Context: an optimization exercise on an open-source flow, tuned for small area. The choices shown serve that exercise and are no tape-out recipe.
Where RTL was checked, it was by simulation tests only, not by an equivalence proof against the original.
The RTL of run 6 was laid out without a check of its function.
No run shown here takes its clock network from TritonCTS; it comes from the design's own scripts or RTL.
The flow treats the clock pin as an ideal source. Dropping or thinning the clock tree relies on that and would not hold on a real chip.
No activity file was given, so power comes from the tool's default toggle rates.

==> design/flow/design.v <==
module traffic_light (
	input clk,     
	input rst_n,   
	output [7:0]Row_Scan_Sig,
	output[1:0]Column_Scan_Sig,
	output[1:0]Column_Scan_Sig2,
	output [3:0]ledout
);
localparam [2:0] Q0 = 3'b101;
localparam [2:0] RM0 = 3'b010;
localparam [1:0] T0 = 2'd2;
localparam [3:0] O0 = 4'b1100;
reg [9:0] f;
reg sp;
reg [2:0] qx;
reg rh;
reg [2:0] rmx;
reg ph;           
reg [1:0] tx;
reg [3:0] ox;
wire [2:0] q = qx ^ Q0;
wire [2:0] rm = rmx ^ RM0;
wire [1:0] t = tx ^ T0;      
wire [3:0] o = ox ^ O0;      
wire st = (f == 10'b0001000000);
wire fb = ~(f[9] ^ f[2]) & ~st;
wire k0 = ~sp & q[2] & ~q[1] & q[0];
wire s5 = sp & q[2];
wire adv = st & ~sp & ~q[2] & ~q[1] & q[0];
reg [2:0] nq;
always @(*) begin
	if (sp)
		nq = q[2] ? 3'b100 : q;
	else
		case (q)
			3'b000: nq = 3'b001;
			3'b001: nq = {1'b1, t};
			3'b010: nq = 3'b011;
			3'b100: nq = 3'b010;
			default: nq = 3'b000;
		endcase
end
wire first = ~rm[2] & rm[1] & ~rm[0];
wire r4 = rm[1] & rm[0];
wire r9 = rh & r4;
wire r0 = ~rh & rm[2] & rm[1];
wire t3 = t[1] & t[0];
wire rl = r0 & t3;
wire tz = (t == 2'd0);
wire w = t3 & ph;
wire o0 = ~o[3] & ~o[2];
wire o5 = o[3];             
wire ev_o = r9 | rl;
wire ev_t = (r9 & o0) | rl;
wire [3:0] odec;
assign odec[3] = ~((~o[3] & o[2]) | (~w & ~o[2] & ~o[1]));
assign odec[2] = ~o[1] | ~o[0] | (~tz & ~o[3] & ~o[2]);
assign odec[1] = (o[2] & o[0]) | (~w & ~o[2] & ~o[1]);
assign odec[0] = o[2] & ~(o[1] & ~o[0]);
wire [1:0] tdec = (rl & ~ph) ? 2'd1 : {t[1] ^ ~t[0], ~t[0]};
always @(posedge clk or negedge rst_n) begin
	if (~rst_n) begin
		f <= 10'd0;
		sp <= 1'b0;
		qx <= 3'd0;
		rh <= 1'b0;
		rmx <= 3'd0;
		ph <= 1'b0;
		tx <= 2'd0;
		ox <= 4'd0;
	end else begin
		f <= {f[8:7], f[6] & ~st, f[5:0], fb};
		if (st) begin
			sp <= ~sp;
			qx <= nq ^ Q0;
		end
		if (adv) begin
			if (r4)
				rh <= ~rh;
			rmx <= {rm[1:0], ~(rm[2] | rm[1])} ^ RM0;
			ph <= ph ^ rl;
			if (ev_t)
				tx <= tdec ^ T0;
			if (ev_o)
				ox <= odec ^ O0;
		end
	end
end
wire ge5 = ~t3 & (t[1] | t[0] | o5 | rh);
assign ledout[0] = ~ph & ge5 & ~first;   
assign ledout[1] = ph;                   
assign ledout[2] = ph & ge5;             
assign ledout[3] = ~ph & ~first;         
wire [1:0] ts = s5 ? q[1:0] : t;
wire [3:0] tc;              
assign tc[3] = ts[1] & ts[0];
assign tc[2] = ts[1] | ts[0];
assign tc[1] = ~ts[1];
assign tc[0] = ~(ts[1] & ts[0]);
wire [3:0] d = k0 ? 4'b1101 : sp ? tc : o;
wire [6:0] seg;
assign seg[0] = ~d[3] & d[2] & d[1];
assign seg[1] = d[3] & ~d[2];
assign seg[2] = ~d[3] & ~d[1] & d[0];
assign seg[3] = d[2] & d[1];
assign seg[4] = ~d[0] | (d[2] & d[1]);
assign seg[5] = (~d[3] & ~d[1]) | (d[2] & d[1] & d[0]);
assign seg[6] = d[1] & d[0] & ~(d[3] & ~d[2]);
assign Row_Scan_Sig = {~k0, seg};
assign Column_Scan_Sig = (sp | k0) ? 2'b10 : 2'b01;
assign Column_Scan_Sig2 = Column_Scan_Sig;
endmodule
==> design/flow/flow/run.sh <==
#!/bin/bash
# Own layout flow: the standard flow, with three changes for area.
#  1. After the standard synthesis, its combinational logic is re-mapped with an
#     area-oriented ABC script (flip-flops untouched: same names, same cells).
#     ABC's deepsyn is randomised, so it runs (twice in a row) with four seeds and the smallest
#     netlist whose flip-flops match the standard synthesis's is kept.
#  2. Ports are buffered with buf_1.
#  3. The clock tree is one buf_12 driving every register (cts_one_buffer.tcl,
#     run as ORFS's PRE_CTS_TCL hook in place of TritonCTS).
# Each tool's output goes to a log file of its own in the work folder.
set -euo pipefail
W=$(pwd)
LIB=$FLOW_HOME/platforms/sky130hd/lib/sky130_fd_sc_hd__tt_025C_1v80.lib
R=$W/orfs/results/${FLOW_PLATFORM}/traffic_light/base
YOSYS=$(command -v yosys || echo "$FLOW_HOME/../tools/install/yosys/bin/yosys")

bash standard.sh synth > "$W/log_1_std_synth.txt" 2>&1
cp "$R/1_2_yosys.v" "$W/std_1_2_yosys.v"
grep -E '^\s*sky130_fd_sc_hd__df' "$W/std_1_2_yosys.v" | awk '{print $1, $2}' | sort > "$W/ff_std.txt"

for S in 1 2 3 4; do
  sed -e "s#@SEED@#$S#" flow/remap.abc > "$W/remap_$S.abc"
  sed -e "s#@LIB@#$LIB#g" -e "s#@IN@#$W/std_1_2_yosys.v#" -e "s#@OUT@#$W/remap_$S.v#" \
      -e "s#@TOP@#$FLOW_TOP#" -e "s#@ABC@#$W/remap_$S.abc#" flow/remap.ys > "$W/remap_$S.ys"
  ( "$YOSYS" -s "$W/remap_$S.ys" > "$W/log_2_remap_$S.txt" 2>&1 || true ) &
done
wait

best=""
best_area=""
for S in 1 2 3 4; do
  [[ -s "$W/remap_$S.v" ]] || continue
  # the flip-flops must be exactly the standard synthesis's
  grep -E '^\s*sky130_fd_sc_hd__df' "$W/remap_$S.v" | awk '{print $1, $2}' | sort > "$W/ff_remap_$S.txt"
  [[ -s "$W/ff_std.txt" ]] && cmp -s "$W/ff_std.txt" "$W/ff_remap_$S.txt" || continue
  a=$(grep 'Chip area' "$W/log_2_remap_$S.txt" | tail -1 | awk '{print $NF}')
  [[ -n "$a" ]] || continue
  if [[ -z "$best" ]] || awk -v a="$a" -v b="$best_area" 'BEGIN { exit !(a < b) }'; then
    best=$S
    best_area=$a
  fi
done

if [[ -n "$best" ]]; then
  echo "using the re-mapped netlist of seed $best (area $best_area)" > "$W/log_3_choice.txt"
  cp "$W/remap_$best.v" "$R/1_2_yosys.v"
  touch "$R/1_2_yosys.v"
  bash standard.sh synth > "$W/log_4_synth_odb.txt" 2>&1
else
  echo "re-map failed or changed the flip-flops: using the standard netlist" > "$W/log_3_choice.txt"
fi

bash standard.sh finish \
  "BUFFER_PORTS_ARGS=-buffer_cell sky130_fd_sc_hd__buf_1" \
  "PRE_CTS_TCL=$W/flow/cts_one_buffer.tcl" \
  > "$W/log_5_layout.txt" 2>&1
==> design/flow/flow/cts_one_buffer.tcl <==
# PRE_CTS_TCL hook: a clock tree of one buffer. The clock port drives a single
# buf_12 placed at the centre of the registers, and that buffer drives every
# register's clock pin, so all registers get the same clock arrival.
rename clock_tree_synthesis orfs_clock_tree_synthesis
proc clock_tree_synthesis { args } {
  set block [ord::get_db_block]
  set clknet [[$block findBTerm clk] getNet]
  set master [[ord::get_db] findMaster sky130_fd_sc_hd__buf_12]
  set buf [odb::dbInst_create $block $master clkbuf_root]
  set net [odb::dbNet_create $block clk_root]
  $net setSigType CLOCK
  set xs 0
  set ys 0
  set n 0
  foreach it [$clknet getITerms] {
    set inst [$it getInst]
    if { [$inst getName] == "clkbuf_root" } { continue }
    set loc [$inst getLocation]
    set xs [expr { $xs + [lindex $loc 0] }]
    set ys [expr { $ys + [lindex $loc 1] }]
    incr n
    $it disconnect
    $it connect $net
  }
  $buf setLocation [expr { $xs / $n }] [expr { $ys / $n }]
  $buf setPlacementStatus PLACED
  [$buf findITerm A] connect $clknet
  [$buf findITerm X] connect $net
  puts "clock_tree_synthesis (one buffer): buf_12 drives $n clock pins"
  set_propagated_clock [all_clocks]
}
==> design/flow/flow/remap.abc <==
strash
&get -n
&deepsyn -T 25 -S @SEED@
&put
dch -f
amap
strash
&get -n
&deepsyn -T 25 -S 1@SEED@
&put
dch -f
amap
topo
==> design/flow/flow/remap.ys <==
# Re-map the combinational logic of the standard synthesis netlist for area.
# The flip-flop instances are kept as they are (same names and cell types).
read_liberty -ignore_miss_func @LIB@
blackbox sky130_fd_sc_hd__df* sky130_fd_sc_hd__conb_1
read_verilog @IN@
hierarchy -top @TOP@
flatten
opt -purge
abc -liberty @LIB@ -dont_use sky130_fd_sc_hd__probe_p_8 -dont_use sky130_fd_sc_hd__probec_p_8 -dont_use sky130_fd_sc_hd__lpflow_bleeder_1 -dont_use sky130_fd_sc_hd__lpflow_clkbufkapwr_1 -dont_use sky130_fd_sc_hd__lpflow_clkbufkapwr_16 -dont_use sky130_fd_sc_hd__lpflow_clkbufkapwr_2 -dont_use sky130_fd_sc_hd__lpflow_clkbufkapwr_4 -dont_use sky130_fd_sc_hd__lpflow_clkbufkapwr_8 -dont_use sky130_fd_sc_hd__lpflow_clkinvkapwr_1 -dont_use sky130_fd_sc_hd__lpflow_clkinvkapwr_16 -dont_use sky130_fd_sc_hd__lpflow_clkinvkapwr_2 -dont_use sky130_fd_sc_hd__lpflow_clkinvkapwr_4 -dont_use sky130_fd_sc_hd__lpflow_clkinvkapwr_8 -dont_use sky130_fd_sc_hd__lpflow_decapkapwr_12 -dont_use sky130_fd_sc_hd__lpflow_decapkapwr_3 -dont_use sky130_fd_sc_hd__lpflow_decapkapwr_4 -dont_use sky130_fd_sc_hd__lpflow_decapkapwr_6 -dont_use sky130_fd_sc_hd__lpflow_decapkapwr_8 -dont_use sky130_fd_sc_hd__lpflow_inputiso0n_1 -dont_use sky130_fd_sc_hd__lpflow_inputiso0p_1 -dont_use sky130_fd_sc_hd__lpflow_inputiso1n_1 -dont_use sky130_fd_sc_hd__lpflow_inputiso1p_1 -dont_use sky130_fd_sc_hd__lpflow_inputisolatch_1 -dont_use sky130_fd_sc_hd__lpflow_isobufsrc_1 -dont_use sky130_fd_sc_hd__lpflow_isobufsrc_16 -dont_use sky130_fd_sc_hd__lpflow_isobufsrc_2 -dont_use sky130_fd_sc_hd__lpflow_isobufsrc_4 -dont_use sky130_fd_sc_hd__lpflow_isobufsrc_8 -dont_use sky130_fd_sc_hd__lpflow_isobufsrckapwr_16 -dont_use sky130_fd_sc_hd__lpflow_lsbuf_lh_hl_isowell_tap_1 -dont_use sky130_fd_sc_hd__lpflow_lsbuf_lh_hl_isowell_tap_2 -dont_use sky130_fd_sc_hd__lpflow_lsbuf_lh_hl_isowell_tap_4 -dont_use sky130_fd_sc_hd__lpflow_lsbuf_lh_isowell_4 -dont_use sky130_fd_sc_hd__lpflow_lsbuf_lh_isowell_tap_1 -dont_use sky130_fd_sc_hd__lpflow_lsbuf_lh_isowell_tap_2 -dont_use sky130_fd_sc_hd__lpflow_lsbuf_lh_isowell_tap_4 -dont_use sky130_fd_sc_hd__fill_1 -dont_use sky130_fd_sc_hd__fill_2 -dont_use sky130_fd_sc_hd__fill_4 -dont_use sky130_fd_sc_hd__fill_8  -script @ABC@
opt_clean -purge
read_liberty -lib -ignore_redef @LIB@
hilomap -singleton -hicell sky130_fd_sc_hd__conb_1 HI -locell sky130_fd_sc_hd__conb_1 LO
splitnets
opt_clean -purge
read_liberty -lib -ignore_redef @LIB@
check -assert
stat -liberty @LIB@
write_verilog -noattr -nohex -nodec @OUT@
==> design/flow/standard.sh <==
#!/bin/bash
# synth_recipe.tcl (not shown) runs the flow's synth.tcl, then flattens the netlist and writes it again
# the make line also repeats each setting of config.mk as NAME=value (left out here)
make -C /OpenROAD-flow-scripts/flow DESIGN_CONFIG=/design/flow/config.mk WORK_HOME=/design/flow/orfs CLKGATE_MAP_FILE= SYNTH_SCRIPT=/design/flow/synth_recipe.tcl "${@:-finish}"
==> design/flow/config.mk <==
export PLATFORM = sky130hd
export DESIGN_NAME = traffic_light
export DESIGN_NICKNAME = traffic_light
export VERILOG_FILES = /design/flow/design.v
export SDC_FILE = /design/flow/constraint.sdc
export NUM_CORES = 4
export LEC_CHECK = 0
export CAP_MARGIN = 20
export CORE_AREA = 2.3 2.72 57.6 59.9
export DIE_AREA = 0 0 59.7 62.0
export SLEW_MARGIN = 20
==> design/flow/constraint.sdc <==
create_clock -name core_clock -period 5.0 [get_ports {clk}]
set_input_delay 1.0000 -clock core_clock [delete_from_list [all_inputs] [get_ports {clk}]]
set_output_delay 1.0000 -clock core_clock [all_outputs]
set_load 0.01 [all_outputs]
==> impl_metrics.yaml, run 1 <==
routing:
  firstDrtPassIters: 4
  route.detailed.drc: 0
  wl_per_cell_um: 11.9
  drt_iter0_markers: 30
  drt-total-wl_mm: 2.02
  vias: 890
  drtAntennaViolNets: 0
  vias_per_cell: 5.24
sta:
  timing.final.crit_share_pct: 86.7
  clock_skew_ps: 4.76
  fin_ws_ps: 664
  setup_tns_ps: 0
  slew_violations: 0
  relSlewSlack_pct: 59.9
  period_minus_slack_ps: 4340
  rsz0062_at_grt: "false"
  tightest_slew_ps: 598
  setup_viol: 0
  fin_hold_ws_ps: 378
  fmax_mhz: 231
  finalHoldViolCount: 0
die:
  dieArea_um2: 3700
  die_h_um: 62
  num_io_pins: 18
  initial_core_util_pct: 34.2
  rows: 21
  core_region_area_um2: 3150
  die_w_um: 59.7
clock_tree:
  holdBufCountCts: 0
  worstSkewPairLatency_ps: 130
  cts.clk_slew.worst_paths_ps: 90
  post_cts_buffers: 0
global_route:
  grt_pass1_wl_mm: 3.25
  grt_max_degree: 26
  overflow: 0
  grt_pass1_vias: 751
  antenna_found_initial: 0
  grt_use_total_pct: 10.8
setup_path:
  worstPathArrival_ps: 4390
  start_kind: "flop"
  crit_path_end_kind: "flop"
  r2r_slack_ps: 660
  r2r_cells: 14
  regToRegEndpoint: "tx[1]"
  cp_data_required_time_ps: 5050
  crit_fanout: 6
  critical_path_class: "reg -> reg"
  crit-reg2reg-launch: "f[4]"
yosys:
  synthCells: 117
  synth_nets: 119
  ys_warn_count: 1
  netlist_area_um2: 1080
  syn_avg_cell_area_um2: 9.22
run_status:
  outcome: "timing/DRC/antenna clean"
placed_design:
  placedCellCount: 169
  dp_hpwl_mm: 1.69
  pre_cts_slack_ps: 469
  port_buffers: 17
  gp_congestion: 0.793
cells_and_area:
  syn2layout_area_growth_pct: 13.0
  final_cells: 170
  final_common_cell: "clkinv_1"
  drive_gt1_share_pct: 2.21
  layout_common_cells: "clkinv_1 (27), dfrtp_1 (25), buf_1 (17), nor2_1 (15), o22ai_1 (8)"
  finalNetCount: 140
  n_antenna_cell: 0
job:
  maxCapViolations: 0
pwr:
  power.total_uw: 285
  p_leak_nw: 0.511
  ir_drop_v: 0.000120
  p_per_area_nw_per_um2: 234
worst_hold_path:
  min_delay_path_depth: 0
  hold_start: "f[7]"
  min_path_type: "reg -> reg"
  min_to: "f[8]"
[where the power goes]
part | switching, mW | leakage, nW | internal (mW)
clock network | 0.0464 | 0.00940 | 0.0326
logic | 0.00357 | 0.169 | 0.000700
registers | 0 | 0.332 | 0.202
[worst max path at each step]
stage               start    end  slack [ps]  cells after the start
global placement     f[4]  tx[1]         850                     14
detailed placement   f[4]  tx[1]         470                     14
CTS                  f[4]  tx[1]         450                     14
floorplan            f[4]  tx[1]        1220                     14
finish               f[4]  tx[1]         660                     14
global route         f[4]  tx[1]         130                     14
[final cells by class]
| cell class | instances | area [µm²] |
|---|---|---|
| Timing Repair Buffer | 18 | 71.3 |
| Tap cell | 34 | 42.5 |
| Multi-Input combinational cell | 65 | 358 |
| Sequential cell | 25 | 626 |
| Inverter | 27 | 101 |
| Fill cell | 301 | 1930 |
| Buffer | 1 | 20.0 |
[through the flow]
step                      utilization, %  cell area (µm²)
final                               38.7             1220
after global routing                38.7             1220
after CTS                           38.5             1210
after detailed placement            37.8             1190
after global placement              37.8             1190
after floorplan                        -             1080
[per-layer routing]
layer / routed length, µm / GRT usage (%) / vias to the layer above
met4: 23 / 0.635 / 0
met3: 58 / 0.414 / 2
met2: 919 / 19.1 / 21
li1: - / - / 450
met5: 0 / 0 / -
met1: 1020 / 15.6 / 417
[sequential cells by signal (all words and copies together) (netlist names), named ones only]
register  cells
f            10
ox            4
rmx           3
qx            2
tx            2
ph            1
rh            1
sp            1
[worst max-delay path, stage by stage (launching register included)]
cell	delay [ps]
dfrtp_1	390
or4_1	510
nor3_1	520
clkinv_1	260
nor4_2	580
clkinv_1	230
nor3_1	310
clkinv_1	130
o21ai_0	440
nand2_1	140
nor2_1	180
clkinv_1	110
o22ai_1	210
clkinv_1	110
o22ai_1	160
[what timing repair did]
item	in CTS	in global routing
endpoints found under the hold margin	0	0
setup endpoints to repair	0	2
gates resized for setup	0	1
==> run 2: changes to the inputs <==
--- a/design/flow/flow/run.sh
+++ b/design/flow/flow/run.sh
@@ -2,8 +2,8 @@
 # Own layout flow: the standard flow, with three changes for area.
 #  1. After the standard synthesis, its combinational logic is re-mapped with an
 #     area-oriented ABC script (flip-flops untouched: same names, same cells).
-#     ABC's deepsyn is randomised, so it runs (twice in a row) with four seeds and the smallest
-#     netlist whose flip-flops match the standard synthesis's is kept.
+#     ABC's deepsyn is randomised, so it runs with two scripts and four seeds each,
+#     and the smallest netlist whose flip-flops match the standard synthesis's is kept.
 #  2. Ports are buffered with buf_1.
 #  3. The clock tree is one buf_12 driving every register (cts_one_buffer.tcl,
 #     run as ORFS's PRE_CTS_TCL hook in place of TritonCTS).
@@ -18,17 +18,21 @@
 cp "$R/1_2_yosys.v" "$W/std_1_2_yosys.v"
 grep -E '^\s*sky130_fd_sc_hd__df' "$W/std_1_2_yosys.v" | awk '{print $1, $2}' | sort > "$W/ff_std.txt"
 
-for S in 1 2 3 4; do
-  sed -e "s#@SEED@#$S#" flow/remap.abc > "$W/remap_$S.abc"
-  sed -e "s#@LIB@#$LIB#g" -e "s#@IN@#$W/std_1_2_yosys.v#" -e "s#@OUT@#$W/remap_$S.v#" \
-      -e "s#@TOP@#$FLOW_TOP#" -e "s#@ABC@#$W/remap_$S.abc#" flow/remap.ys > "$W/remap_$S.ys"
-  ( "$YOSYS" -s "$W/remap_$S.ys" > "$W/log_2_remap_$S.txt" 2>&1 || true ) &
+# eight ABC runs, four at a time: two scripts (remap_a.abc, remap_b.abc), four seeds each
+for K in a b; do
+  for S in 1 2 3 4; do
+    N=$K$S
+    sed -e "s#@SEED@#$S#" flow/remap_$K.abc > "$W/remap_$N.abc"
+    sed -e "s#@LIB@#$LIB#g" -e "s#@IN@#$W/std_1_2_yosys.v#" -e "s#@OUT@#$W/remap_$N.v#" \
+        -e "s#@TOP@#$FLOW_TOP#" -e "s#@ABC@#$W/remap_$N.abc#" flow/remap.ys > "$W/remap_$N.ys"
+    ( "$YOSYS" -s "$W/remap_$N.ys" > "$W/log_2_remap_$N.txt" 2>&1 || true ) &
+  done
+  wait
 done
-wait
 
 best=""
 best_area=""
-for S in 1 2 3 4; do
+for S in a1 a2 a3 a4 b1 b2 b3 b4; do
   [[ -s "$W/remap_$S.v" ]] || continue
   # the flip-flops must be exactly the standard synthesis's
   grep -E '^\s*sky130_fd_sc_hd__df' "$W/remap_$S.v" | awk '{print $1, $2}' | sort > "$W/ff_remap_$S.txt"
==> design/flow/flow/remap_a.abc (new file) <==
strash
&get -n
&deepsyn -T 25 -S @SEED@
&put
dch -f
amap
strash
&get -n
&deepsyn -T 25 -S 1@SEED@
&put
dch -f
amap
topo
==> design/flow/flow/remap_b.abc (new file) <==
strash
&get -n
&deepsyn -T 30 -S @SEED@
&put
dch -f
amap
strash
dch -f
amap
topo
removed: design/flow/flow/remap.abc
==> impl_metrics.yaml, run 2 <==
run_status:
  outcome: "timing/DRC/antenna clean"
cells_and_area:
  syn2layout_area_growth_pct: 13.0
  fillCellCount: 301
  regMostFlops: "f"
  largest_reg_flops: 10
  n_antenna_cell: 0
  largestRegisters: "f: 10 flops, ox: 4 flops, rmx: 3 flops"
  layout_common_cells: "clkinv_1 (27), dfrtp_1 (25), buf_1 (17), nor2_1 (15), o22ai_1 (8)"
  multi_input_comb_area_um2: 358
  drive_gt1_share_pct: 2.21
  register_area_um2: 626
  finalNetCount: 140
  final_common_cell: "clkinv_1"
  final_cells: 170
setup_path:
  worstPathArrival_ps: 4390
  path_cells: "or4_1, nor3_1, clkinv_1, nor4_2, clkinv_1, nor3_1, clkinv_1, o21ai_0, nand2_1, nor2_1, clkinv_1, o22ai_1, clkinv_1, o22ai_1"
  r2r_slack_ps: 660
  r2r_cells: 14
  slowest_delay_ps: 580
  cp_data_required_time_ps: 5050
  crit_fanout: 6
  cpMostUsedCell: "clkinv_1"
  critical_path_class: "reg -> reg"
  crit-reg2reg-launch: "f[4]"
  regToRegEndpoint: "tx[1]"
  crit_path_end_kind: "flop"
  crit_slowest_cell: "nor4_2"
  start_kind: "flop"
placed_design:
  port_buffers: 17
  placedCellCount: 169
  dp_hpwl_mm: 1.69
  gp_congestion: 0.793
  pre_cts_slack_ps: 469
global_route:
  use_met1_pct: 15.6
  grt_pass1_vias: 751
  overflow: 0
  grt_pass1_wl_mm: 3.25
  busiest_layer: "met2"
  use_met3_pct: 0.414
  antenna_found_initial: 0
  grt_use_total_pct: 10.8
  grt_max_degree: 26
  use_met2_pct: 19.1
pwr:
  p_sw_uw: 49.9
  sw_frac_of_total_pct: 17.5
  ir_drop_v: 0.000120
  power_frac_comb_pct: 1.5
  clock_power_share_pct: 27.7
  p_leak_nw: 0.511
  p_per_area_nw_per_um2: 234
  sequentialPowerShare_pct: 70.8
  intPower_uw: 235
yosys:
  ys_warn_count: 1
  synth_nets: 119
  netlist_area_um2: 1080
  synthCells: 117
  syn_avg_cell_area_um2: 9.22
worst_hold_path:
  min_path_type: "reg -> reg"
  min_delay_path_depth: 0
  min_to: "f[8]"
  hold_start: "f[7]"
routing:
  drt-total-wl_mm: 2.02
  wl_per_cell_um: 11.9
  vias_per_cell: 5.24
  vias: 890
  route.detailed.drc: 0
  drtAntennaViolNets: 0
  drt_iter0_markers: 30
  firstDrtPassIters: 4
sta:
  clock_skew_ps: 4.76
  tightest_slew_ps: 598
  timing.final.crit_share_pct: 86.7
  period_minus_slack_ps: 4340
  finalHoldViolCount: 0
  setup_tns_ps: 0
  fin_ws_ps: 664
  slew_violations: 0
  relSlewSlack_pct: 59.9
  rsz0062_at_grt: "false"
  fmax_mhz: 231
  setup_viol: 0
clock_tree:
  worstSkewPairLatency_ps: 130
  holdBufCountCts: 0
  cts.clk_slew.worst_paths_ps: 90
  post_cts_resized: 0
  post_cts_buffers: 0
die:
  num_io_pins: 18
  rows: 21
  dieArea_um2: 3700
  core_region_area_um2: 3150
  die_h_um: 62
  die_w_um: 59.7
  initial_core_util_pct: 34.2
job:
  maxCapViolations: 0
[run 2: per-layer routing]
| metal | up-vias | share of wire [%] |
|---|---|---|
| met2 | 21 | 45 |
| li1 | 450 | - |
| met3 | 2 | 2.9 |
| met1 | 417 | 50 |
| met5 | - | 0 |
| met4 | 0 | 1.1 |
[run 2: metrics by stage]
step	area, µm²	power (mW)	util (%)	hold WS (ps)
after detailed placement	1190	0.211	37.8	358
after floorplan	1080	0.206	-	346
after global placement	1190	0.211	37.8	355
after CTS	1210	0.290	38.5	380
after global routing	1220	0.298	38.7	389
final	1220	0.285	38.7	378
[run 2: cell type report]
class                           count  share of cell area [%]
Buffer                              1                    1.64
Timing Repair Buffer               18                    5.85
Tap cell                           34                    3.49
Sequential cell                    25                    51.3
Multi-Input combinational cell     65                    29.4
Inverter                           27                    8.32
[run 2: power by group through the flow]
stage | clock, mW | sequential (mW) | combinational [mW]
6_report | 0.0790 | 0.202 | 0.00427
5_1_grt | 0.0905 | 0.202 | 0.00539
4_1_cts | 0.0832 | 0.202 | 0.00468
3_5_place_dp | 0 | 0.206 | 0.00463
3_3_place_gp | 0 | 0.206 | 0.00458
2_1_floorplan | 0 | 0.206 | 0.000000144
[run 2: how the worst max path moves through the flow]
| stage | startpoint | endpoint | slack (ps) | depth (start not counted) |
|---|---|---|---|---|
| final | f[4] | tx[1] | 660 | 14 |
| after global routing | f[4] | tx[1] | 130 | 14 |
| after floorplan | f[4] | tx[1] | 1220 | 14 |
| after CTS | f[4] | tx[1] | 450 | 14 |
| after global placement | f[4] | tx[1] | 850 | 14 |
| after detailed placement | f[4] | tx[1] | 470 | 14 |
[run 2: critical path, delay by kind of cell (launching register included)]
| kind | cells | cell delay [ps] |
|---|---|---|
| DFF | 1 | 390 |
| and+or+nand+nor | 6 | 2240 |
| buffers and inverters | 5 | 840 |
| AOI/OAI and AO/OA | 3 | 810 |
==> run 3: changes to the inputs <==
==> design/flow/flow/run.sh (replaced) <==
#!/bin/bash
# Own layout flow: the standard flow, with three changes for area.
#  1. After the standard synthesis, its combinational logic is re-mapped with an
#     area-oriented ABC script (flip-flops untouched: same names, same cells).
#     ABC's deepsyn is randomised, so it runs in rounds of four seeds, each round
#     starting from the smallest netlist so far whose flip-flops match the
#     standard synthesis's; the smallest is kept.
#  2. Ports are buffered with buf_1.
#  3. The clock tree is one buf_12 driving every register (cts_one_buffer.tcl,
#     run as ORFS's PRE_CTS_TCL hook in place of TritonCTS).
# Each tool's output goes to a log file of its own in the work folder.
set -euo pipefail
W=$(pwd)
LIB=$FLOW_HOME/platforms/sky130hd/lib/sky130_fd_sc_hd__tt_025C_1v80.lib
R=$W/orfs/results/${FLOW_PLATFORM}/traffic_light/base
YOSYS=$(command -v yosys || echo "$FLOW_HOME/../tools/install/yosys/bin/yosys")

bash standard.sh synth > "$W/log_1_std_synth.txt" 2>&1
cp "$R/1_2_yosys.v" "$W/std_1_2_yosys.v"
grep -E '^\s*sky130_fd_sc_hd__df' "$W/std_1_2_yosys.v" | awk '{print $1, $2}' | sort > "$W/ff_std.txt"

# Three rounds of four ABC runs (four seeds) each; every round starts from the
# smallest netlist so far, whose flip-flops must be exactly the standard synthesis's.
cur="$W/std_1_2_yosys.v"
best=""
best_area=""
for round in 1 2 3; do
  for S in 1 2 3 4; do
    N=r${round}s$S
    sed -e "s#@SEED@#$round$S#" flow/remap.abc > "$W/remap_$N.abc"
    sed -e "s#@LIB@#$LIB#g" -e "s#@IN@#$cur#" -e "s#@OUT@#$W/remap_$N.v#" \
        -e "s#@TOP@#$FLOW_TOP#" -e "s#@ABC@#$W/remap_$N.abc#" flow/remap.ys > "$W/remap_$N.ys"
    ( "$YOSYS" -s "$W/remap_$N.ys" > "$W/log_2_remap_$N.txt" 2>&1 || true ) &
  done
  wait
  for S in 1 2 3 4; do
    N=r${round}s$S
    [[ -s "$W/remap_$N.v" ]] || continue
    grep -E '^\s*sky130_fd_sc_hd__df' "$W/remap_$N.v" | awk '{print $1, $2}' | sort > "$W/ff_remap_$N.txt"
    [[ -s "$W/ff_std.txt" ]] && cmp -s "$W/ff_std.txt" "$W/ff_remap_$N.txt" || continue
    a=$(grep 'Chip area' "$W/log_2_remap_$N.txt" | tail -1 | awk '{print $NF}')
    [[ -n "$a" ]] || continue
    if [[ -z "$best" ]] || awk -v a="$a" -v b="$best_area" 'BEGIN { exit !(a < b) }'; then
      best=$N
      best_area=$a
    fi
  done
  [[ -n "$best" ]] && cur="$W/remap_$best.v"
done

if [[ -n "$best" ]]; then
  echo "using the re-mapped netlist $best (area $best_area)" > "$W/log_3_choice.txt"
  cp "$W/remap_$best.v" "$R/1_2_yosys.v"
  touch "$R/1_2_yosys.v"
  bash standard.sh synth > "$W/log_4_synth_odb.txt" 2>&1
else
  echo "re-map failed or changed the flip-flops: using the standard netlist" > "$W/log_3_choice.txt"
fi

bash standard.sh finish \
  "BUFFER_PORTS_ARGS=-buffer_cell sky130_fd_sc_hd__buf_1" \
  "PRE_CTS_TCL=$W/flow/cts_one_buffer.tcl" \
  > "$W/log_5_layout.txt" 2>&1
==> design/flow/flow/remap.abc (new file) <==
strash
&get -n
&deepsyn -T 30 -S @SEED@
&put
dch -f
amap
strash
dch -f
amap
topo
removed: design/flow/flow/remap_a.abc
removed: design/flow/flow/remap_b.abc
==> impl_metrics.yaml, run 3 <==
yosys:
  netlist_area_um2: 1060
  syn_avg_cell_area_um2: 9.33
  ys_warn_count: 1
  synthCells: 114
  synth_nets: 116
global_route:
  use_met2_pct: 18.6
  grt_max_degree: 26
  use_met1_pct: 16.1
  busiest_layer: "met2"
  antenna_found_initial: 0
  overflow: 0
  use_met3_pct: 0.621
  grt_pass1_wl_mm: 3.24
  grt_pass1_vias: 755
  grt_use_total_pct: 11.0
sta:
  fin_ws_ps: 1180
  tightest_slew_ps: 496
  relSlewSlack_pct: 66.6
  setup_tns_ps: 0
  slew_violations: 0
  setup_viol: 0
  rsz0062_at_grt: "false"
  finalHoldViolCount: 0
  timing.final.crit_share_pct: 76.3
  fmax_mhz: 262
  clock_skew_ps: 1.49
  period_minus_slack_ps: 3820
cells_and_area:
  syn2layout_area_growth_pct: 13.3
  largest_reg_flops: 10
  regMostFlops: "f"
  n_antenna_cell: 0
  fin_area_um2: 1200
  largestRegisters: "f: 10 flops, ox: 4 flops, rmx: 3 flops"
  final_common_cell: "dfrtp_1"
  layout_common_cells: "dfrtp_1 (25), clkinv_1 (23), buf_1 (17), o21ai_0 (12), nand2_1 (11)"
  drive_gt1_share_pct: 2.24
  fillCellCount: 321
  finalNetCount: 138
setup_path:
  critical_path_class: "reg -> reg"
  worstPathArrival_ps: 3830
  crit_fanout: 6
  cp_data_required_time_ps: 5010
  start_kind: "flop"
  crit_path_end_kind: "flop"
worst_hold_path:
  min_path_type: "reg -> reg"
routing:
  route.detailed.drc: 0
  vias: 854
  drt-total-wl_mm: 1.93
  drt_iter0_markers: 15
  firstDrtPassIters: 4
  drtAntennaViolNets: 0
  wl_per_cell_um: 11.5
  vias_per_cell: 5.08
die:
  initial_core_util_pct: 33.7
  num_io_pins: 18
  core_region_area_um2: 3150
  die_h_um: 62
  die_w_um: 59.7
  rows: 21
  dieArea_um2: 3700
pwr:
  power.total_uw: 285
  p_leak_nw: 0.518
  ir_drop_v: 0.000141
  p_per_area_nw_per_um2: 237
placed_design:
  dp_hpwl_mm: 1.57
  gp_congestion: 0.819
  port_buffers: 17
  pre_cts_slack_ps: 1170
  place_area_um2: 1180
clock_tree:
  post_cts_resized: 0
  cts.clk_slew.worst_paths_ps: 90
  holdBufCountCts: 0
  post_cts_buffers: 0
  worstSkewPairLatency_ps: 130
job:
  maxCapViolations: 0
run_status:
  outcome: "timing/DRC/antenna clean"
-- run 3: power by group --
part           switching [mW]  internal [mW]
clock network          0.0464         0.0326
registers                   0          0.202
logic                 0.00364       0.000700
total                  0.0500          0.235
-- run 3: per-layer routing --
layer  vias up  wire length [µm]
li1        435                 -
met1       407               950
met2        10               900
met3         2                57
met4         0                25
met5         -                 0
-- run 3: path summary, 6_finish.rpt --
| path | from | endpoint | slack (ps) | depth (start not counted) |
|---|---|---|---|---|
| setup / recovery | f[6] | tx[1] | 1180 | 16 |
| hold / removal | f[7] | f[8] | 370 | 0 |
| setup reg to reg | f[6] | tx[1] | 1180 | 16 |
| hold reg to reg | f[7] | f[8] | 370 | 0 |
| max in group asynchronous | rst_n | qx[1] | 3940 | 2 |
| min in group asynchronous | rst_n | f[9] | 830 | 2 |
-- run 3: cell type report --
type	instances	area, µm²	share of cell area [%]
timing repair buffer	19	78.8	6.54
buffer	1	20.0	1.66
sequential	25	626	51.9
multi-input combinational	66	352	29.2
inverter	23	86.3	7.17
tap	34	42.5	3.53
-- run 3: worst max-delay path, cell delays in order, from the launching register on --
cell	delay (ps)
dfrtp_1	350
clkinv_1	80
or4_1	520
nor3_1	190
buf_4	170
o21ai_0	110
clkinv_1	80
nand2_1	60
nor2_1	300
clkinv_1	180
nor3_1	270
clkinv_1	130
o21ai_0	430
nor2b_1	320
nand2_1	140
o21ai_0	260
o21ai_0	110
-- run 3: through the flow --
step	hold WS, ps	utilization [%]	std cells
finish	371	38.2	168
detailed placement	353	37.6	167
CTS	374	38.2	168
global placement	350	37.6	167
floorplan	346	-	114
global route	379	38.2	168
==> run 4: changes to the inputs <==
--- a/design/flow/flow/run.sh
+++ b/design/flow/flow/run.sh
@@ -19,12 +19,12 @@
 cp "$R/1_2_yosys.v" "$W/std_1_2_yosys.v"
 grep -E '^\s*sky130_fd_sc_hd__df' "$W/std_1_2_yosys.v" | awk '{print $1, $2}' | sort > "$W/ff_std.txt"
 
-# Three rounds of four ABC runs (four seeds) each; every round starts from the
+# Five rounds of four ABC runs (four seeds) each; every round starts from the
 # smallest netlist so far, whose flip-flops must be exactly the standard synthesis's.
 cur="$W/std_1_2_yosys.v"
 best=""
 best_area=""
-for round in 1 2 3; do
+for round in 1 2 3 4 5; do
   for S in 1 2 3 4; do
     N=r${round}s$S
     sed -e "s#@SEED@#$round$S#" flow/remap.abc > "$W/remap_$N.abc"
==> impl_metrics.yaml, run 4 <==
run_status:
  outcome: "timing/DRC/antenna clean"
sta:
  slew_violations: 0
  finalHoldViolCount: 0
  rsz0062_at_grt: "false"
  relSlewSlack_pct: 66.6
  setup_tns_ps: 0
  period_minus_slack_ps: 3820
  fin_hold_ws_ps: 371
  clock_skew_ps: 1.49
  timing.final.crit_share_pct: 76.3
  tightest_slew_ps: 496
  fmax_mhz: 262
  setup_viol: 0
routing:
  vias: 854
  drt-total-wl_mm: 1.93
  firstDrtPassIters: 4
  route.detailed.drc: 0
  drtAntennaViolNets: 0
  vias_per_cell: 5.08
  wl_per_cell_um: 11.5
  drt_iter0_markers: 15
setup_path:
  start_kind: "flop"
  critPathLaunch: "f[6]"
  crit-reg2reg-launch: "f[6]"
  cp.depth: 16
  crit_slowest_cell: "or4_1"
  worstPathArrival_ps: 3830
  regToRegEndpoint: "tx[1]"
  slowest_delay_ps: 520
  crit_fanout: 6
  r2r_cells: 16
  path_cells: "clkinv_1, or4_1, nor3_1, buf_4, o21ai_0, clkinv_1, nand2_1, nor2_1, clkinv_1, nor3_1, clkinv_1, o21ai_0, nor2b_1, nand2_1, o21ai_0, o21ai_0"
  critPathBufInv: 5
  r2r_slack_ps: 1180
  cp_data_required_time_ps: 5010
  cp-endpoint: "tx[1]"
  crit_path_end_kind: "flop"
  critical_path_class: "reg -> reg"
  critPathTopFamily: "simple AND/OR/NAND/NOR gates"
yosys:
  synth_nets: 116
  syn_avg_cell_area_um2: 9.33
  synthCells: 114
  netlist_area_um2: 1060
  ys_warn_count: 1
cells_and_area:
  finalNetCount: 138
  regMostFlops: "f"
  syn2layout_area_growth_pct: 13.3
  largestRegisters: "f: 10 flops, ox: 4 flops, rmx: 3 flops"
  n_antenna_cell: 0
  final_cells: 168
  fin_util_pct: 38.2
  largest_reg_flops: 10
  layout_common_cells: "dfrtp_1 (25), clkinv_1 (23), buf_1 (17), o21ai_0 (12), nand2_1 (11)"
  drive_gt1_share_pct: 2.24
  final_common_cell: "dfrtp_1"
global_route:
  antenna_found_initial: 0
  grt_pass1_vias: 755
  grt_use_total_pct: 11.0
  overflow: 0
  grt_max_degree: 26
  grt_pass1_wl_mm: 3.24
clock_tree:
  post_cts_resized: 0
  cts.clk_slew.worst_paths_ps: 90
  worstSkewPairLatency_ps: 130
  holdBufCountCts: 0
  post_cts_buffers: 0
placed_design:
  placedCellCount: 167
  dp_hpwl_mm: 1.57
  port_buffers: 17
  gp_congestion: 0.819
die:
  dieArea_um2: 3700
  die_h_um: 62
  initial_core_util_pct: 33.7
  num_io_pins: 18
  rows: 21
  core_region_area_um2: 3150
  die_w_um: 59.7
pwr:
  sw_frac_of_total_pct: 17.5
  power.total_uw: 285
  ir_drop_v: 0.000141
  p_per_area_nw_per_um2: 237
  power_frac_comb_pct: 1.5
  p_leak_nw: 0.518
  p_sw_uw: 50.0
  sequentialPowerShare_pct: 70.8
  intPower_uw: 235
  clock_power_share_pct: 27.7
job:
  maxCapViolations: 0
worst_hold_path:
  min_path_type: "reg -> reg"
## run 4: layer usage
metal | wire length (µm) | global-route usage, % | up-vias
li1 | - | - | 435
met1 | 950 | 16.1 | 407
met2 | 900 | 18.6 | 10
met3 | 57 | 0.621 | 2
met4 | 25 | 1.27 | 0
met5 | 0 | 0 | -
## run 4: how the worst min path moves through the flow
stage,from,end,slack (ps),depth (start not counted)
2_1_floorplan,f[0],f[1],350,0
3_3_place_gp,f[7],f[8],350,0
3_5_place_dp,f[7],f[8],350,0
4_1_cts,f[7],f[8],370,0
5_1_grt,f[7],f[8],380,0
6_report,f[7],f[8],370,0
## run 4: area by class of cell
| class | count | area [µm²] |
|---|---|---|
| multi-input combinational | 66 | 352 |
| fill | 321 | 1950 |
| sequential | 25 | 626 |
| inverter | 23 | 86.3 |
| tap | 34 | 42.5 |
| buffer | 1 | 20.0 |
| timing repair buffer | 19 | 78.8 |
## run 4: worst reg2reg max path, delay by kind of cell, from the launching register on
family          cells  cell delay (ps)
simple gates        7             1800
compound gates      4              910
buf+inv             5              640
flops               1              350
## run 4: power groups by stage
stage	logic (mW)	registers [mW]	clock network, mW
floorplan	0.000000146	0.206	0
global placement	0.00463	0.206	0
detailed placement	0.00476	0.206	0
CTS	0.00469	0.202	0.0817
global route	0.00557	0.202	0.0889
finish	0.00434	0.202	0.0790
## run 4: per-stage QoR
stage / setup WS, ps / instance area (µm²)
floorplan: 1510 / 1060
global placement: 1300 / 1180
detailed placement: 1170 / 1180
CTS: 1150 / 1200
global route: 558 / 1200
finish: 1180 / 1200
==> run 5: changes to the inputs <==
==> design/flow/flow/remap.abc (replaced) <==
strash
&get -n
&deepsyn -J 400 -T 90 -S @SEED@
&put
dch -f
amap
strash
dch -f
amap
topo
==> impl_metrics.yaml, run 5 <==
die:
  rows: 21
  num_io_pins: 18
  die_h_um: 62
  die_w_um: 59.7
  initial_core_util_pct: 33.7
  core_region_area_um2: 3150
  dieArea_um2: 3700
sta:
  slew_violations: 0
  setup_tns_ps: 0
  tightest_slew_ps: 496
  setup_viol: 0
  fin_ws_ps: 1180
  rsz0062_at_grt: "false"
  relSlewSlack_pct: 66.6
  fmax_mhz: 262
  clock_skew_ps: 1.49
  timing.final.crit_share_pct: 76.3
  period_minus_slack_ps: 3820
  finalHoldViolCount: 0
setup_path:
  worstPathArrival_ps: 3830
  r2r_slack_ps: 1180
  regToRegEndpoint: "tx[1]"
  start_kind: "flop"
  r2r_cells: 16
  crit-reg2reg-launch: "f[6]"
  crit_path_end_kind: "flop"
  critical_path_class: "reg -> reg"
  crit_fanout: 6
  cp_data_required_time_ps: 5010
pwr:
  sequentialPowerShare_pct: 70.8
  ir_drop_v: 0.000141
  p_leak_nw: 0.518
  intPower_uw: 235
  power_frac_comb_pct: 1.5
  clock_power_share_pct: 27.7
  sw_frac_of_total_pct: 17.5
  p_per_area_nw_per_um2: 237
  p_sw_uw: 50.0
routing:
  drt-total-wl_mm: 1.93
  vias: 854
  firstDrtPassIters: 4
  drt_iter0_markers: 15
  drtAntennaViolNets: 0
  wl_per_cell_um: 11.5
  vias_per_cell: 5.08
  route.detailed.drc: 0
worst_hold_path:
  hold_start: "f[7]"
  min_path_type: "reg -> reg"
  min_to: "f[8]"
  min_delay_path_depth: 0
cells_and_area:
  fillCellCount: 321
  syn2layout_area_growth_pct: 13.3
  final_common_cell: "dfrtp_1"
  finalNetCount: 138
  largestRegisters: "f: 10 flops, ox: 4 flops, rmx: 3 flops"
  drive_gt1_share_pct: 2.24
  largest_reg_flops: 10
  layout_common_cells: "dfrtp_1 (25), clkinv_1 (23), buf_1 (17), o21ai_0 (12), nand2_1 (11)"
  n_antenna_cell: 0
  regMostFlops: "f"
yosys:
  netlist_area_um2: 1060
  syn_avg_cell_area_um2: 9.33
  synthCells: 114
  ys_warn_count: 1
  synth_nets: 116
clock_tree:
  holdBufCountCts: 0
  worstSkewPairLatency_ps: 130
  post_cts_buffers: 0
  post_cts_resized: 0
  cts.clk_slew.worst_paths_ps: 90
run_status:
  outcome: "timing/DRC/antenna clean"
global_route:
  grt_max_degree: 26
  overflow: 0
  antenna_found_initial: 0
  grt_pass1_vias: 755
  grt_use_total_pct: 11.0
  grt_pass1_wl_mm: 3.24
placed_design:
  dp_hpwl_mm: 1.57
  port_buffers: 17
  pre_cts_slack_ps: 1170
  gp_congestion: 0.819
job:
  maxCapViolations: 0
[run 5: cell counts in the layout (fill, tap and decap cells not counted)]
Identical to the previous run, type by type.
[run 5: through the flow]
stage	hold WS (ps)	instance area [µm²]	utilization [%]	cells	power, mW
4_1_cts	374	1200	38.2	168	0.288
6_report	371	1200	38.2	168	0.285
3_3_place_gp	350	1180	37.6	167	0.211
5_1_grt	379	1200	38.2	168	0.296
2_1_floorplan	346	1060	-	114	0.206
3_5_place_dp	353	1180	37.6	167	0.211
[run 5: power by group through the flow]
stage                      logic (mW)  registers, mW  clock network [mW]
after CTS                     0.00469          0.202              0.0817
after global routing          0.00557          0.202              0.0889
final                         0.00434          0.202              0.0790
after detailed placement      0.00476          0.206                   0
after global placement        0.00463          0.206                   0
after floorplan           0.000000146          0.206                   0
[run 5: cell type report]
class	count	area, µm²	share of cell area [%]
Sequential cell	25	626	51.9
Multi-Input combinational cell	66	352	29.2
Inverter	23	86.3	7.17
Timing Repair Buffer	19	78.8	6.54
Tap cell	34	42.5	3.53
Buffer	1	20.0	1.66
[run 5: routing by layer]
metal	GRT usage, %	vias to the layer above	routed length, µm
met5	0	-	0
met4	1.27	0	25
met3	0.621	2	57
met2	18.6	10	900
met1	16.1	407	950
li1	-	435	-
[run 5: worst max-delay path by stage]
stage	start	to	slack, ps
2_1_floorplan	f[6]	tx[1]	1510
3_3_place_gp	f[6]	tx[1]	1300
3_5_place_dp	f[6]	tx[1]	1170
4_1_cts	f[6]	tx[1]	1150
5_1_grt	f[6]	tx[1]	560
6_report	f[6]	tx[1]	1180
[run 5: critical path, stage by stage (launching register included)]
cell and delay [ps]:
dfrtp_1 350, clkinv_1 80, or4_1 520, nor3_1 190
buf_4 170, o21ai_0 110, clkinv_1 80, nand2_1 60
nor2_1 300, clkinv_1 180, nor3_1 270, clkinv_1 130
o21ai_0 430, nor2b_1 320, nand2_1 140, o21ai_0 260
o21ai_0 110
==> run 6: changes to the inputs <==
--- a/design/flow/design.v
+++ b/design/flow/design.v
@@ -6,7 +6,7 @@
 	output[1:0]Column_Scan_Sig2,
 	output [3:0]ledout
 );
-localparam [2:0] Q0 = 3'b101;
+localparam [2:0] Q0 = 3'b100;
 localparam [2:0] RM0 = 3'b010;
 localparam [1:0] T0 = 2'd2;
 localparam [3:0] O0 = 4'b1100;
@@ -24,19 +24,25 @@
 wire [3:0] o = ox ^ O0;      
 wire st = (f == 10'b0001000000);
 wire fb = ~(f[9] ^ f[2]) & ~st;
-wire k0 = ~sp & q[2] & ~q[1] & q[0];
+wire k0 = ~sp & q[2] & ~q[0];
 wire s5 = sp & q[2];
-wire adv = st & ~sp & ~q[2] & ~q[1] & q[0];
+wire adv = st & ~sp & ~q[2] & q[1] & ~q[0];
 reg [2:0] nq;
 always @(*) begin
 	if (sp)
-		nq = q[2] ? 3'b100 : q;
+		case (q)
+			3'b000: nq = 3'b011;
+			3'b001: nq = 3'b010;
+			3'b011: nq = 3'b001;
+			3'b010: nq = 3'b101;
+			default: nq = 3'b000;
+		endcase
 	else
 		case (q)
-			3'b000: nq = 3'b001;
-			3'b001: nq = {1'b1, t};
-			3'b010: nq = 3'b011;
-			3'b100: nq = 3'b010;
+			3'b011: nq = 3'b001;
+			3'b010: nq = {1'b1, t};
+			3'b000: nq = 3'b011;
+			3'b001: nq = 3'b010;
 			default: nq = 3'b000;
 		endcase
 end
--- a/design/flow/flow/run.sh
+++ b/design/flow/flow/run.sh
@@ -19,12 +19,12 @@
 cp "$R/1_2_yosys.v" "$W/std_1_2_yosys.v"
 grep -E '^\s*sky130_fd_sc_hd__df' "$W/std_1_2_yosys.v" | awk '{print $1, $2}' | sort > "$W/ff_std.txt"
 
-# Five rounds of four ABC runs (four seeds) each; every round starts from the
+# Three rounds of four ABC runs (four seeds) each; every round starts from the
 # smallest netlist so far, whose flip-flops must be exactly the standard synthesis's.
 cur="$W/std_1_2_yosys.v"
 best=""
 best_area=""
-for round in 1 2 3 4 5; do
+for round in 1 2 3; do
   for S in 1 2 3 4; do
     N=r${round}s$S
     sed -e "s#@SEED@#$round$S#" flow/remap.abc > "$W/remap_$N.abc"
==> design/flow/flow/remap.abc (replaced) <==
strash
&get -n
&deepsyn -T 30 -S @SEED@
&put
dch -f
amap
strash
dch -f
amap
topo
==> impl_metrics.yaml, run 6 <==
setup_path:
  critPathBufInv: 2
  crit_fanout: 7
  slowest_delay_ps: 520
  cp_data_required_time_ps: 5000
  worstPathArrival_ps: 3880
  crit-reg2reg-launch: "f[7]"
  path_cells: "or4_1, or4_1, nor3_1, nand2_1, nor2_1, clkinv_1, nor3_1, buf_4, nand2_1, nor4_1, nor2_1, nor3_1, a221oi_1"
  r2r_cells: 13
  critPathTopFamily: "simple AND/OR/NAND/NOR gates"
  cpMostUsedCell: "nor3_1"
  crit_slowest_cell: "nor4_1"
  critical_path_class: "reg -> reg"
  regToRegEndpoint: "ox[1]"
  start_kind: "flop"
  r2r_slack_ps: 1130
  crit_path_end_kind: "flop"
placed_design:
  place_area_um2: 1190
  gp_congestion: 0.774
  pre_cts_slack_ps: 1170
  dp_hpwl_mm: 1.54
  port_buffers: 17
die:
  num_io_pins: 18
  dieArea_um2: 3700
  die_h_um: 62
  rows: 21
  core_region_area_um2: 3150
  initial_core_util_pct: 33.9
  die_w_um: 59.7
routing:
  drt_iter0_markers: 15
  wl_per_cell_um: 11.2
  route.detailed.drc: 0
  vias: 870
  drt-total-wl_mm: 1.95
  firstDrtPassIters: 4
  vias_per_cell: 5.03
  drtAntennaViolNets: 0
yosys:
  netlist_area_um2: 1070
  synth_nets: 121
  synthCells: 119
  syn_avg_cell_area_um2: 8.98
  ys_warn_count: 1
global_route:
  grt_use_total_pct: 10.9
  antenna_found_initial: 0
  grt_max_degree: 26
  grt_pass1_vias: 761
  grt_pass1_wl_mm: 3.25
  overflow: 0
cells_and_area:
  drive_gt1_share_pct: 2.16
  layout_common_cells: "dfrtp_1 (25), nor2_1 (24), clkinv_1 (21), buf_1 (17)"
  regMostFlops: "f"
  finalNetCount: 143
  syn2layout_area_growth_pct: 13.2
  largestRegisters: "f: 10 flops, ox: 4 flops"
  fin_area_um2: 1210
  n_antenna_cell: 0
  largest_reg_flops: 10
  final_common_cell: "dfrtp_1"
clock_tree:
  holdBufCountCts: 0
  worstSkewPairLatency_ps: 130
  post_cts_buffers: 0
  cts.clk_slew.worst_paths_ps: 100
  post_cts_resized: 0
sta:
  fin_ws_ps: 1130
  finalHoldViolCount: 0
  tightest_slew_ps: 674
  slew_violations: 0
  setup_tns_ps: 0
  period_minus_slack_ps: 3870
  relSlewSlack_pct: 54.6
  clock_skew_ps: 2.53
  timing.final.crit_share_pct: 77.4
  fmax_mhz: 258
  rsz0062_at_grt: "false"
  setup_viol: 0
pwr:
  p_leak_nw: 0.523
  p_per_area_nw_per_um2: 239
  power_frac_comb_pct: 1.5
  clock_power_share_pct: 28.6
  p_sw_uw: 54.0
  intPower_uw: 235
  sequentialPowerShare_pct: 69.8
  ir_drop_v: 0.000152
  sw_frac_of_total_pct: 18.6
job:
  maxCapViolations: 0
worst_hold_path:
  min_delay_path_depth: 0
  min_to: "f[2]"
  hold_start: "f[1]"
  min_path_type: "reg -> reg"
run_status:
  outcome: "timing/DRC/antenna clean"
[run 6: per-stage QoR]
step,utilization [%],std cells,hold WS [ps],total power [mW]
floorplan,-,119,346,0.206
global placement,37.7,172,352,0.211
detailed placement,37.7,172,354,0.211
CTS,38.4,173,377,0.290
global route,38.4,173,400,0.298
finish,38.4,173,373,0.289
[run 6: cell type report]
type / count / area (µm²)
fillers: 324 / 1940
flip-flops and latches: 25 / 626
multi-input cells: 73 / 364
repair buffers: 19 / 78.8
inverters: 21 / 78.8
well taps: 34 / 42.5
plain buffers: 1 / 20.0
[run 6: layer usage]
layer	vias up	GRT usage, %	wire length, µm
li1	443	-	-
met1	413	18.1	1000
met2	12	16.5	898
met3	2	0.207	34
met4	0	0.952	10
met5	-	0	0
[run 6: how the worst max path moves through the flow]
stage                     start  slack, ps  cells past startpoint    end
after floorplan            f[7]       1410                     12  ox[1]
after global placement     f[7]       1220                     13  ox[1]
after detailed placement   f[7]       1170                     13  ox[1]
after CTS                  f[7]       1140                     13  ox[1]
after global routing       f[7]        730                     13  ox[1]
final                      f[7]       1130                     13  ox[1]
[run 6: worst reg2reg max path: cells and delay by family, from the launching register on]
kind / cells / cell delay [ps]
AND/OR/NAND/NOR: 10 / 3020
AO/OA/AOI/OAI: 1 / 90
flip-flops: 1 / 390
buffers and inverters: 2 / 260
[run 6: power by group through the flow]
stage / clock network (mW) / logic [mW] / registers [mW]
2_1_floorplan: 0 / 0.000000151 / 0.206
3_3_place_gp: 0 / 0.00476 / 0.206
3_5_place_dp: 0 / 0.00485 / 0.206
4_1_cts: 0.0830 / 0.00486 / 0.202
5_1_grt: 0.0905 / 0.00536 / 0.202
6_report: 0.0829 / 0.00439 / 0.202
==> run 7: changes to the inputs <==
--- a/design/flow/design.v
+++ b/design/flow/design.v
@@ -6,7 +6,7 @@
 	output[1:0]Column_Scan_Sig2,
 	output [3:0]ledout
 );
-localparam [2:0] Q0 = 3'b100;
+localparam [2:0] Q0 = 3'b101;
 localparam [2:0] RM0 = 3'b010;
 localparam [1:0] T0 = 2'd2;
 localparam [3:0] O0 = 4'b1100;
@@ -24,25 +24,19 @@
 wire [3:0] o = ox ^ O0;      
 wire st = (f == 10'b0001000000);
 wire fb = ~(f[9] ^ f[2]) & ~st;
-wire k0 = ~sp & q[2] & ~q[0];
+wire k0 = ~sp & q[2] & ~q[1] & q[0];
 wire s5 = sp & q[2];
-wire adv = st & ~sp & ~q[2] & q[1] & ~q[0];
+wire adv = st & ~sp & ~q[2] & ~q[1] & q[0];
 reg [2:0] nq;
 always @(*) begin
 	if (sp)
-		case (q)
-			3'b000: nq = 3'b011;
-			3'b001: nq = 3'b010;
-			3'b011: nq = 3'b001;
-			3'b010: nq = 3'b101;
-			default: nq = 3'b000;
-		endcase
+		nq = q[2] ? 3'b100 : q;
 	else
 		case (q)
-			3'b011: nq = 3'b001;
-			3'b010: nq = {1'b1, t};
-			3'b000: nq = 3'b011;
-			3'b001: nq = 3'b010;
+			3'b000: nq = 3'b001;
+			3'b001: nq = {1'b1, t};
+			3'b010: nq = 3'b011;
+			3'b100: nq = 3'b010;
 			default: nq = 3'b000;
 		endcase
 end
--- a/design/flow/flow/run.sh
+++ b/design/flow/flow/run.sh
@@ -2,7 +2,7 @@
 # Own layout flow: the standard flow, with three changes for area.
 #  1. After the standard synthesis, its combinational logic is re-mapped with an
 #     area-oriented ABC script (flip-flops untouched: same names, same cells).
-#     ABC's deepsyn is randomised, so it runs in rounds of four seeds, each round
+#     ABC's deepsyn is randomised, so it runs in rounds of twelve seeds, each round
 #     starting from the smallest netlist so far whose flip-flops match the
 #     standard synthesis's; the smallest is kept.
 #  2. Ports are buffered with buf_1.
@@ -19,21 +19,23 @@
 cp "$R/1_2_yosys.v" "$W/std_1_2_yosys.v"
 grep -E '^\s*sky130_fd_sc_hd__df' "$W/std_1_2_yosys.v" | awk '{print $1, $2}' | sort > "$W/ff_std.txt"
 
-# Three rounds of four ABC runs (four seeds) each; every round starts from the
-# smallest netlist so far, whose flip-flops must be exactly the standard synthesis's.
+# Four rounds of twelve ABC runs (twelve seeds, four at a time); every round starts
+# from the smallest netlist so far, whose flip-flops must be exactly the standard
+# synthesis's.
 cur="$W/std_1_2_yosys.v"
 best=""
 best_area=""
-for round in 1 2 3; do
-  for S in 1 2 3 4; do
+for round in 1 2 3 4; do
+  for S in $(seq 1 12); do
     N=r${round}s$S
-    sed -e "s#@SEED@#$round$S#" flow/remap.abc > "$W/remap_$N.abc"
+    sed -e "s#@SEED@#$(( (round - 1) * 12 + S ))#" flow/remap.abc > "$W/remap_$N.abc"
     sed -e "s#@LIB@#$LIB#g" -e "s#@IN@#$cur#" -e "s#@OUT@#$W/remap_$N.v#" \
         -e "s#@TOP@#$FLOW_TOP#" -e "s#@ABC@#$W/remap_$N.abc#" flow/remap.ys > "$W/remap_$N.ys"
     ( "$YOSYS" -s "$W/remap_$N.ys" > "$W/log_2_remap_$N.txt" 2>&1 || true ) &
+    if (( S % 4 == 0 )); then wait; fi
   done
   wait
-  for S in 1 2 3 4; do
+  for S in $(seq 1 12); do
     N=r${round}s$S
     [[ -s "$W/remap_$N.v" ]] || continue
     grep -E '^\s*sky130_fd_sc_hd__df' "$W/remap_$N.v" | awk '{print $1, $2}' | sort > "$W/ff_remap_$N.txt"
==> design/flow/flow/remap.abc (replaced) <==
strash
&get -n
&deepsyn -J 800 -T 120 -S @SEED@
&put
dch -f
amap
strash
dch -f
amap
topo
==> impl_metrics.yaml, run 7 <==
sta:
  rsz0062_at_grt: "false"
  timing.final.crit_share_pct: 76.3
  fmax_mhz: 262
  clock_skew_ps: 1.49
  setup_viol: 0
  fin_hold_ws_ps: 371
  slew_violations: 0
  finalHoldViolCount: 0
  tightest_slew_ps: 496
  relSlewSlack_pct: 66.6
  setup_tns_ps: 0
  fin_ws_ps: 1180
  period_minus_slack_ps: 3820
yosys:
  synthCells: 114
  syn_avg_cell_area_um2: 9.33
  synth_nets: 116
  ys_warn_count: 1
  netlist_area_um2: 1060
pwr:
  p_leak_nw: 0.518
  p_per_area_nw_per_um2: 237
  ir_drop_v: 0.000141
clock_tree:
  post_cts_buffers: 0
  cts.clk_slew.worst_paths_ps: 90
  holdBufCountCts: 0
  post_cts_resized: 0
  worstSkewPairLatency_ps: 130
setup_path:
  start_kind: "flop"
  crit_fanout: 6
  worstPathArrival_ps: 3830
  crit_path_end_kind: "flop"
  critical_path_class: "reg -> reg"
  cp_data_required_time_ps: 5010
cells_and_area:
  final_common_cell: "dfrtp_1"
  syn2layout_area_growth_pct: 13.3
  n_antenna_cell: 0
  largest_reg_flops: 10
  regMostFlops: "f"
  finalNetCount: 138
  layout_common_cells: "dfrtp_1 (25), clkinv_1 (23), buf_1 (17), o21ai_0 (12), nand2_1 (11)"
  drive_gt1_share_pct: 2.24
  largestRegisters: "f: 10 flops, ox: 4 flops, rmx: 3 flops"
routing:
  drt_iter0_markers: 15
  drtAntennaViolNets: 0
  firstDrtPassIters: 4
  drt-total-wl_mm: 1.93
  vias_per_cell: 5.08
  wl_per_cell_um: 11.5
  route.detailed.drc: 0
  vias: 854
global_route:
  grt_pass1_vias: 755
  antenna_found_initial: 0
  grt_use_total_pct: 11.0
  overflow: 0
  grt_max_degree: 26
  grt_pass1_wl_mm: 3.24
run_status:
  outcome: "timing/DRC/antenna clean"
placed_design:
  gp_congestion: 0.819
  port_buffers: 17
  dp_hpwl_mm: 1.57
  pre_cts_slack_ps: 1170
die:
  num_io_pins: 18
  die_w_um: 59.7
  dieArea_um2: 3700
  rows: 21
  initial_core_util_pct: 33.7
  core_region_area_um2: 3150
  die_h_um: 62
job:
  maxCapViolations: 0
worst_hold_path:
  min_path_type: "reg -> reg"
run 7: path summary, 6_finish.rpt:
path                       cells past startpoint  startpoint  slack (ps)    end
hold reg to reg                                0        f[7]         370   f[8]
hold / removal                                 0        f[7]         370   f[8]
min in group asynchronous                      2       rst_n         830   f[9]
setup reg to reg                              16        f[6]        1180  tx[1]
max in group asynchronous                      2       rst_n        3940  qx[1]
setup / recovery                              16        f[6]        1180  tx[1]
run 7: critical path, stage by stage (launching register included):
cell	delay, ps
dfrtp_1	350
clkinv_1	80
or4_1	520
nor3_1	190
buf_4	170
o21ai_0	110
clkinv_1	80
nand2_1	60
nor2_1	300
clkinv_1	180
nor3_1	270
clkinv_1	130
o21ai_0	430
nor2b_1	320
nand2_1	140
o21ai_0	260
o21ai_0	110
run 7: per-stage QoR:
stage / power, mW / utilization [%] / cells / cell area (µm²)
detailed placement: 0.211 / 37.6 / 167 / 1180
floorplan: 0.206 / - / 114 / 1060
finish: 0.285 / 38.2 / 168 / 1200
CTS: 0.288 / 38.2 / 168 / 1200
global route: 0.296 / 38.2 / 168 / 1200
global placement: 0.211 / 37.6 / 167 / 1180
run 7: report_power, final:
part	switching, mW	internal [mW]	leakage (nW)
sequential	0	0.202	0.332
clock	0.0464	0.0326	0.00940
combinational	0.00364	0.000700	0.177
total	0.0500	0.235	0.518
run 7: cell type report:
type	count	area [µm²]
Sequential cell	25	626
Buffer	1	20.0
Inverter	23	86.3
Tap cell	34	42.5
Multi-Input combinational cell	66	352
Timing Repair Buffer	19	78.8
Fill cell	321	1950
run 7: layer usage:
layer  wire length, µm  global-route usage [%]  vias to the layer above
met4                25                    1.27                        0
met1               950                    16.1                      407
met3                57                   0.621                        2
li1                  -                       -                      435
met5                 0                       0                        -
met2               900                    18.6                       10

## port drivers added, routing unchanged
The results above use ideal ports. As a check the final layouts listed here were re-extracted and re-timed, cells and wires unchanged.
Step 1: set_driving_cell puts a clkbuf_16 on clk and a buf_2 on each other input, an assumption about the parent block.
Step 2 times the ports against the registers' clock, not the clock port: input delays grow and output delays shrink by t, the midpoint of the rising clock arrivals with the driver on.
Three values: ideal ports, drivers, drivers and shift; two values: the first two.
run	t, ns	slack for setup (ns)	worst setup path at the end	worst slew at a driven data input, ns
run 1	0.156	0.664 / 0.664 / 0.664	register to register	0.03
run 2	0.156	0.664 / 0.664 / 0.664	register to register	0.03
run 3	0.157	1.185 / 1.185 / 1.185	register to register	0.03
run 4	0.157	1.185 / 1.185 / 1.185	register to register	0.03
run 5	0.157	1.185 / 1.185 / 1.185	register to register	0.03
run 6	0.158	1.128 / 1.128 / 1.128	register to register	0.03
run 7	0.157	1.185 / 1.185 / 1.185	register to register	0.03
After both steps every run listed still meets setup and hold.
